Context: an optimization exercise on an open-source flow, tuned for small area and a short achievable clock period. The choices shown serve that exercise and are no tape-out recipe. Power is estimated from default activity; no workload was simulated.

==> flow/design.v <==
module cpu_top_level(clk,rst,r0,r1,r2,r3,r4,r5,r6,r7,
                     imem_addr,imem_data,dmem_addr,dmem_wdata,dmem_we,dmem_rdata);
    input clk,rst;
    output [15:0] r0,r1,r2,r3,r4,r5,r6,r7;
    output [15:0] imem_addr;
    input [15:0] imem_data;
    output [15:0] dmem_addr,dmem_wdata;
    output dmem_we;
    input [15:0] dmem_rdata;
    reg [15:0] pc;                        
    reg [15:0] rf1,rf2,rf3,rf4,rf5,rf6,rf7;
    reg        cflag, zflag;
    reg [15:0] ir_id, pc2_id;
    reg [15:0] ir_rr, pc2_rr;
    reg        cancel_rr;
    reg [3:0]  op_ex;
    reg [2:0]  dest_ex;
    reg [8:0]  imm_ex;
    reg [15:0] pc2_ex, a_ex, b_ex, tgt_ex;
    reg        wr_ex, we_ex, memop_ex, invb_ex, usec_ex, cin1_ex, nand_ex, kill_ex;
    reg        fa_ex, fb_ex;              
    reg [15:0] res_mem, sd_mem;
    reg        carry_mem;
    reg [2:0]  dest_mem;
    reg        wr_mem, fwd_mem, we_mem, lw_mem, cwr_mem, zwr_mem, cc_mem, zc_mem;
    reg [15:0] res_wb;
    reg        carry_wb;
    reg [2:0]  dest_wb;
    reg        wr_wb, fwd_wb, cwr_wb, zwr_wb, cc_wb, zc_wb;
    assign r0 = pc; assign r1 = rf1; assign r2 = rf2; assign r3 = rf3;
    assign r4 = rf4; assign r5 = rf5; assign r6 = rf6; assign r7 = rf7;
    assign imem_addr = pc;
    wire ex_br   = (op_ex == 4'b1000) | (op_ex == 4'b1001) | (op_ex == 4'b1010);
    wire ex_jal  = (op_ex == 4'b1100);
    wire ex_jlr  = (op_ex == 4'b1101);
    wire ex_jri  = (op_ex == 4'b1111);
    wire ex_lli  = (op_ex == 4'b0011);
    wire ex_lw   = (op_ex == 4'b0100);
    wire flush   = ex_br | ex_jal | ex_jlr | ex_jri;
    wire [15:0] a_eff = fa_ex ? res_mem : a_ex;
    wire [15:0] b_eff = fb_ex ? res_mem : b_ex;
    wire [15:0] ain = memop_ex ? {{10{imm_ex[5]}}, imm_ex[5:0]} : a_eff;
    wire [15:0] bx  = b_eff ^ {16{invb_ex}};
    wire        cin = usec_ex ? carry_mem : cin1_ex;
    wire [16:0] sum = {1'b0, ain} + {1'b0, bx} + {16'b0, cin};
    wire [15:0] alu = nand_ex ? ~(ain & ~b_eff) : sum[15:0];
    wire        carry_ex = ~kill_ex & (nand_ex | (sum[16] ^ invb_ex));
    wire [15:0] res_ex = kill_ex ? 16'd0 : (ex_jal | ex_jlr) ? pc2_ex :
                         ex_lli ? {7'b0, imm_ex} : alu;
    wire [15:0] target = (ex_br | ex_jal) ? tgt_ex :
                         ex_jlr ? b_eff : alu;
    wire [3:0] op_rr = ir_rr[15:12];
    wire [2:0] fn_rr = ir_rr[2:0];
    wire [2:0] ra = ir_rr[11:9];
    wire [2:0] rb = ir_rr[8:6];
    wire rr_nz   = |ir_rr;
    wire rr_add  = (op_rr == 4'b0001);
    wire rr_nand = (op_rr == 4'b0010);
    wire rr_br   = (op_rr == 4'b1000) | (op_rr == 4'b1001) | (op_rr == 4'b1010);
    wire rr_dwr  = ((op_rr == 4'b0000) & rr_nz) | rr_add | (op_rr == 4'b0100) |
                   (op_rr == 4'b0011) | (op_rr == 4'b1100) | (op_rr == 4'b1101) |
                   (rr_nand & (fn_rr[1:0] != 2'b11));
    wire rr_dwe  = (op_rr == 4'b0101);
    wire [2:0] dest_rr = (rr_add | rr_nand) ? ir_rr[5:3] :
                         (op_rr == 4'b0000) ? ir_rr[8:6] : ir_rr[11:9];
    wire ex_fwd  = wr_ex & ~ex_lli;
    wire freeze  = wr_ex & ex_lw & ((dest_ex == ra) | (dest_ex == rb));
    wire [15:0] mem_val = lw_mem ? dmem_rdata : res_mem;
    reg [15:0] rf_a, rf_b;
    always @(*) begin
        case (ra)
            3'd0: rf_a = pc;  3'd1: rf_a = rf1; 3'd2: rf_a = rf2; 3'd3: rf_a = rf3;
            3'd4: rf_a = rf4; 3'd5: rf_a = rf5; 3'd6: rf_a = rf6; default: rf_a = rf7;
        endcase
        case (rb)
            3'd0: rf_b = pc;  3'd1: rf_b = rf1; 3'd2: rf_b = rf2; 3'd3: rf_b = rf3;
            3'd4: rf_b = rf4; 3'd5: rf_b = rf5; 3'd6: rf_b = rf6; default: rf_b = rf7;
        endcase
    end
    wire [15:0] a_old = (fwd_mem & (dest_mem == ra)) ? mem_val :
                        (fwd_wb  & (dest_wb  == ra)) ? res_wb : rf_a;
    wire [15:0] b_old = (fwd_mem & (dest_mem == rb)) ? mem_val :
                        (fwd_wb  & (dest_wb  == rb)) ? res_wb : rf_b;
    wire hit_a = ex_fwd & (dest_ex == ra);
    wire hit_b = ex_fwd & (dest_ex == rb);
    wire [14:0] off_rr = (op_rr == 4'b1100) ? {{6{ir_rr[8]}}, ir_rr[8:0]} : {{9{ir_rr[5]}}, ir_rr[5:0]};
    wire [14:0] tgt_hi = pc2_rr[15:1] + off_rr - 15'd1;
    wire b_imm6 = (op_rr == 4'b0000);
    wire b_imm9 = (op_rr == 4'b1111);
    wire [15:0] a_next = a_old;
    wire [15:0] b_next = b_imm6 ? {{10{ir_rr[5]}}, ir_rr[5:0]} :
                         b_imm9 ? {{6{ir_rr[8]}}, ir_rr[8:0], 1'b0} : b_old;
    wire wb_wr = wr_wb & (~cc_wb | cflag) & (~zc_wb | zflag);
    wire [15:0] rf_wd = res_wb & {16{~rst}};
    wire [7:0]  rf_we = {8{rst}} | ({8{wb_wr}} & (8'd1 << dest_wb));
    wire [15:0] pc2_if = {pc[15:1] + 15'd1, pc[0]};
    wire clr_ex = rst | freeze;
    always @(posedge clk) begin
        if (rst) pc <= 16'd0;
        else if (!freeze) pc <= flush ? target : pc2_if;
        else if (wb_wr && dest_wb == 3'd0) pc <= res_wb;
        if (rf_we[1]) rf1 <= rf_wd;
        if (rf_we[2]) rf2 <= rf_wd;
        if (rf_we[3]) rf3 <= rf_wd;
        if (rf_we[4]) rf4 <= rf_wd;
        if (rf_we[5]) rf5 <= rf_wd;
        if (rf_we[6]) rf6 <= rf_wd;
        if (rf_we[7]) rf7 <= rf_wd;
        if (cwr_wb) cflag <= carry_wb;
        if (zwr_wb) zflag <= ~|res_wb;
        if (rst) ir_id <= 16'd0;
        else if (!freeze) ir_id <= flush ? 16'd0 : imem_data;
        if (!freeze) pc2_id <= pc2_if;
        if (rst) ir_rr <= 16'd0;
        else if (!freeze) ir_rr <= ir_id;
        if (!freeze) begin
            pc2_rr <= pc2_id;
            cancel_rr <= flush;
        end
        kill_ex <= clr_ex;
        if (clr_ex) begin
            op_ex <= 4'd0; wr_ex <= 1'b0; we_ex <= 1'b0;
        end else begin
            op_ex <= op_rr;
            wr_ex <= rr_dwr & ~cancel_rr & ~flush;
            we_ex <= rr_dwe & ~cancel_rr & ~flush;
        end
        begin
            memop_ex <= (op_rr == 4'b0100) | (op_rr == 4'b0101);
            invb_ex <= (rr_add & fn_rr[2]) | rr_br;
            usec_ex <= rr_add & (fn_rr[1:0] == 2'b11);
            cin1_ex <= rr_br;
            nand_ex <= rr_nand & fn_rr[2] & (fn_rr[1:0] != 2'b11);
            a_ex <= a_next;
            b_ex <= b_next;
            fa_ex <= hit_a;
            fb_ex <= hit_b & ~b_imm6 & ~b_imm9;
        end
        dest_ex <= dest_rr;
        imm_ex <= ir_rr[8:0];
        pc2_ex <= pc2_rr;
        tgt_ex <= {tgt_hi, pc2_rr[0]};
        res_mem <= res_ex;
        sd_mem <= a_eff;
        carry_mem <= carry_ex;
        dest_mem <= dest_ex;
        lw_mem <= ex_lw;
        cwr_mem <= (op_ex == 4'b0000) | (op_ex == 4'b0001);
        zwr_mem <= (op_ex == 4'b0000) | (op_ex == 4'b0001) | (op_ex == 4'b0010) | ex_lw;
        cc_mem <= ((op_ex == 4'b0001) | (op_ex == 4'b0010)) & (imm_ex[1:0] == 2'b10);
        zc_mem <= ((op_ex == 4'b0001) | (op_ex == 4'b0010)) & (imm_ex[1:0] == 2'b01);
        if (rst) begin
            wr_mem <= 1'b0; fwd_mem <= 1'b0; we_mem <= 1'b0;
        end else begin
            wr_mem <= wr_ex; fwd_mem <= ex_fwd; we_mem <= we_ex;
        end
        res_wb <= mem_val;
        carry_wb <= carry_mem;
        dest_wb <= dest_mem;
        cwr_wb <= cwr_mem; zwr_wb <= zwr_mem; cc_wb <= cc_mem; zc_wb <= zc_mem;
        if (rst) begin
            wr_wb <= 1'b0; fwd_wb <= 1'b0;
        end else begin
            wr_wb <= wr_mem; fwd_wb <= fwd_mem;
        end
    end
    assign dmem_addr = res_mem;
    assign dmem_wdata = sd_mem;
    assign dmem_we = we_mem;
endmodule
export LEC_CHECK = 0
export CAP_MARGIN = 20
export CORE_MARGIN = 2
export CORE_UTILIZATION = 40
export PLACE_DENSITY = 0.6
export SETUP_SLACK_MARGIN = 4
export SLEW_MARGIN = 20
create_clock -name core_clock -period 7.0 [get_ports {clk}]
standard.sh (not shown) runs the stock make flow with config.mk's settings and CLKGATE_MAP_FILE= SYNTH_SCRIPT=/design/flow/synth_recipe.tcl, a recipe that flattens the netlist after the stock synthesis.
==> flow/flow/run.sh <==
#!/bin/bash
# Standard ORFS layout, with the smallest buffer cell on the ports and a clock tree
# of fewer, larger leaf clusters.
set -euo pipefail
bash standard.sh "BUFFER_PORTS_ARGS=-buffer_cell sky130_fd_sc_hd__buf_1" \
  "CTS_ARGS=-sink_clustering_enable -repair_clock_nets -buf_list sky130_fd_sc_hd__clkbuf_16 -sink_clustering_size 30 -sink_clustering_max_diameter 100 -dont_use_dummy_load" \
  finish > standard.log 2>&1
The first run completed with no timing, DRC or antenna violations.
Change:
--- a/flow/design.v
+++ b/flow/design.v
@@ -19,5 +19,5 @@
     reg [15:0] pc2_ex, a_ex, b_ex, tgt_ex;
     reg        wr_ex, we_ex, memop_ex, invb_ex, usec_ex, cin1_ex, nand_ex, kill_ex;
-    reg        fa_ex, fb_ex;              
+    reg        fa_ex, fa_alu_ex, fb_ex;   
     reg [15:0] res_mem, sd_mem;
     reg        carry_mem;
@@ -39,15 +39,15 @@
     wire flush   = ex_br | ex_jal | ex_jlr | ex_jri;
     wire [15:0] a_eff = fa_ex ? res_mem : a_ex;
-    wire [15:0] b_eff = fb_ex ? res_mem : b_ex;
-    wire [15:0] ain = memop_ex ? {{10{imm_ex[5]}}, imm_ex[5:0]} : a_eff;
-    wire [15:0] bx  = b_eff ^ {16{invb_ex}};
+    wire [15:0] ain = memop_ex ? {{10{imm_ex[5]}}, imm_ex[5:0]} :
+                      fa_alu_ex ? res_mem : a_ex;
+    wire [15:0] bx  = fb_ex ? (res_mem ^ {16{invb_ex}}) : b_ex;
     wire        cin = usec_ex ? carry_mem : cin1_ex;
     wire [16:0] sum = {1'b0, ain} + {1'b0, bx} + {16'b0, cin};
-    wire [15:0] alu = nand_ex ? ~(ain & ~b_eff) : sum[15:0];
+    wire [15:0] alu = nand_ex ? ~(ain & ~bx) : sum[15:0];
     wire        carry_ex = ~kill_ex & (nand_ex | (sum[16] ^ invb_ex));
     wire [15:0] res_ex = kill_ex ? 16'd0 : (ex_jal | ex_jlr) ? pc2_ex :
                          ex_lli ? {7'b0, imm_ex} : alu;
     wire [15:0] target = (ex_br | ex_jal) ? tgt_ex :
-                         ex_jlr ? b_eff : alu;
+                         ex_jlr ? bx : alu;
     wire [3:0] op_rr = ir_rr[15:12];
     wire [2:0] fn_rr = ir_rr[2:0];
@@ -88,7 +88,10 @@
     wire b_imm6 = (op_rr == 4'b0000);
     wire b_imm9 = (op_rr == 4'b1111);
+    wire rr_memop = (op_rr == 4'b0100) | (op_rr == 4'b0101);
+    wire rr_invb  = (rr_add & fn_rr[2]) | rr_br;
     wire [15:0] a_next = a_old;
     wire [15:0] b_next = b_imm6 ? {{10{ir_rr[5]}}, ir_rr[5:0]} :
-                         b_imm9 ? {{6{ir_rr[8]}}, ir_rr[8:0], 1'b0} : b_old;
+                         b_imm9 ? {{6{ir_rr[8]}}, ir_rr[8:0], 1'b0} :
+                         b_old ^ {16{rr_invb}};
     wire wb_wr = wr_wb & (~cc_wb | cflag) & (~zc_wb | zflag);
     wire [15:0] rf_wd = res_wb & {16{~rst}};
@@ -127,6 +130,6 @@
         end
         begin
-            memop_ex <= (op_rr == 4'b0100) | (op_rr == 4'b0101);
-            invb_ex <= (rr_add & fn_rr[2]) | rr_br;
+            memop_ex <= rr_memop;
+            invb_ex <= rr_invb;
             usec_ex <= rr_add & (fn_rr[1:0] == 2'b11);
             cin1_ex <= rr_br;
@@ -135,4 +138,5 @@
             b_ex <= b_next;
             fa_ex <= hit_a;
+            fa_alu_ex <= hit_a & ~rr_memop;
             fb_ex <= hit_b & ~b_imm6 & ~b_imm9;
         end
=>
- critical path depth rises by 3
- design area rises by 4.8%
- total power falls by 0.49%
- sequential share of layout area falls by 1.8 points
- routed wire length rises by 4.0%
- core utilization rises by 1.7 points
- setup slack gains 160 ps
- combinational power is about the same
- first-iteration DRC count rises by 8.4%
- cell count rises by 4.6%
- global-route usage rises by 0.29 points
No run of this note included a check of the RTL's function; only the layout flow was run.

-- static timing again, ports no longer ideal --
Ports are ideal in the flow. The routed layouts listed here were re-timed in OpenROAD. Step 1: set_driving_cell puts a clkbuf_16 on clk and a buf_2 on each other input, an assumption about the parent block. Step 2 adds t to the input delays and takes it off the output delays; t is the mean of the earliest and latest rising clock arrival at the registers after step 1. Input paths then give back, and output paths get back, about the clock's delay inside the block. Three values: ideal ports, drivers, drivers and shift; two values: the first two.
run	t, ns	setup slack, ns	hold WS [ns]	worst register clock-pin slew, ns	worst slew at a driven data input, ns
the first run	0.572	3.793 / 3.793 / 3.480	0.339 / 0.339 / 0.339	0.12 / 0.12	0.07
the second run	0.582	3.954 / 3.954 / 3.871	0.337 / 0.337 / 0.337	0.12 / 0.12	0.05
After both steps every run listed still meets setup and hold. For the first run, which loses most, drivers alone change the setup slack by 0.000 ns; drivers and shift together by -0.313 ns.
